What follows belongs to an exercise in optimizing a design on an open flow for small area; a production flow would make more cautious choices.

==> try-umber <==
Design fft, start of the top module:
module fft #(parameter INT_WIDTH = 16, FRACT_WIDTH = 16, DATA_WIDTH = INT_WIDTH + FRACT_WIDTH)
  (input wire clk,
   input wire rst_n,
   input wire fft_en,
   input wire [DATA_WIDTH - 1 : 0] in0_real,
   input wire [DATA_WIDTH - 1 : 0] in1_real,
   input wire [DATA_WIDTH - 1 : 0] in2_real,
   input wire [DATA_WIDTH - 1 : 0] in3_real,
   input wire [DATA_WIDTH - 1 : 0] in4_real,
   input wire [DATA_WIDTH - 1 : 0] in5_real,
   input wire [DATA_WIDTH - 1 : 0] in6_real,
   input wire [DATA_WIDTH - 1 : 0] in7_real,
   input wire [DATA_WIDTH - 1 : 0] in0_imag,
   input wire [DATA_WIDTH - 1 : 0] in1_imag,
   input wire [DATA_WIDTH - 1 : 0] in2_imag,
   input wire [DATA_WIDTH - 1 : 0] in3_imag,
   input wire [DATA_WIDTH - 1 : 0] in4_imag,
   input wire [DATA_WIDTH - 1 : 0] in5_imag,
   input wire [DATA_WIDTH - 1 : 0] in6_imag,
   input wire [DATA_WIDTH - 1 : 0] in7_imag,
   output wire [DATA_WIDTH - 1 : 0] out0_real,
   output wire [DATA_WIDTH - 1 : 0] out1_real,
   output wire [DATA_WIDTH - 1 : 0] out2_real,
   output wire [DATA_WIDTH - 1 : 0] out3_real,
   output wire [DATA_WIDTH - 1 : 0] out4_real,
   output wire [DATA_WIDTH - 1 : 0] out5_real,
   output wire [DATA_WIDTH - 1 : 0] out6_real,
   output wire [DATA_WIDTH - 1 : 0] out7_real,
   output wire [DATA_WIDTH - 1 : 0] out0_imag,
   output wire [DATA_WIDTH - 1 : 0] out1_imag,
  ...
Settings: LEC_CHECK=0, CAP_MARGIN=0, CORE_MARGIN=2, CORE_UTILIZATION=60, CTS_BUF_LIST=sky130_fd_sc_hd__clkbuf_8, PLACE_DENSITY=0.75, SLEW_MARGIN=0, SYNTH_HIERARCHICAL=1; clock period 12.5 ns.
run.sh (not shown) runs the stock make flow with config.mk's settings and CLKGATE_MAP_FILE= SYNTH_SCRIPT=/design/flow/synth_recipe.tcl, a recipe that flattens the netlist after the stock synthesis.
==> try-violet (differences from try-umber) <==
==> flow/flow/run.sh (new file) <==
#!/bin/bash
# The standard layout (standard.sh: the standard synthesis, then ORFS to finish), with one
# change: the buffers that buffer_ports puts on every input and output port are the smallest
# buffer cell, sky130_fd_sc_hd__buf_1, instead of the one OpenROAD picks (clkdlybuf4s50_1).
# Each step's full output goes to a log file in this folder.
set -euo pipefail
export BUFFER_PORTS_ARGS="-buffer_cell sky130_fd_sc_hd__buf_1"
bash standard.sh synth > synth.log 2>&1
bash standard.sh finish > layout.log 2>&1
==> flow/standard.sh (new file) <==
#!/bin/bash
# synth_recipe.tcl (not shown) runs the flow's synth.tcl, then flattens the netlist and writes it again
# the make line also repeats each setting of config.mk as NAME=value (left out here)
make -C /OpenROAD-flow-scripts/flow DESIGN_CONFIG=/design/flow/config.mk WORK_HOME=/design/flow/orfs CLKGATE_MAP_FILE= SYNTH_SCRIPT=/design/flow/synth_recipe.tcl "${@:-finish}"
removed: flow/run.sh
==> run summary <==
Status:
- The flow ran to the end and the layout has no timing, DRC or antenna violations.

Cells and area:
- The layout buffering overhead excluding clock cells is 0.04020.
- The diode insertion count for antenna repair is 36.

Placed design:
- The final estimated routing congestion in global placement is roughly 1.0.
- The wire-length estimate of the detail-placed layout is about 260000 um.
- The number of placed instances, taps included, is a little under 10000.

Drt:
- The total detailed-routing wirelength is 309200 um.
# the run above: try-violet

==> run summary <==
Status:
- The run finished with no timing, DRC or antenna violations.

Cells and area:
- Measured on the final layout, buffering overhead outside the clock network stands at 0.09087.

Placed design:
- After legalization and detailed placement, the total HPWL measured 271900 um.
- The number of instances in the placed design is 9732.
- The final estimated routing congestion in global placement is between 1 and 1.5.

Drt:
- The final layout contains routed wiring with a total length of approximately 320000 um.

STA:
- The post-layout minimum cycle time is around 12000 ps.
# the run above: try-umber

Function was not checked in any run of this note: the RTL went through the layout flow alone.

-- static timing again, ports no longer ideal --
No port has a modelled driver above. Below, the same layouts with a new extraction and two added sets of constraints.
Step 1 sets driving cells, clkbuf_16 on the clock port and buf_2 on the other inputs (assumed; they add their load-dependent delay and slew).
Step 2 times the ports against the registers' clock, not the clock port: input delays grow and output delays shrink by t, the midpoint of the rising clock arrivals with the driver on.
a / b / c = ideal ports / drivers / drivers and shift; a / b = the first two.
run	shift t [ns]	slack for setup (ns)	clock arrival spread, ns	slew at the worst register clock pin (ns)	pins driven straight from the clock port
try-umber	1.132	0.225 / 0.225 / 0.225	0.095 / 0.095	0.07 / 0.07	1
try-violet	1.125	0.181 / 0.181 / 0.181	0.105 / 0.105	0.07 / 0.07	1
After both steps every run listed still meets setup and hold.
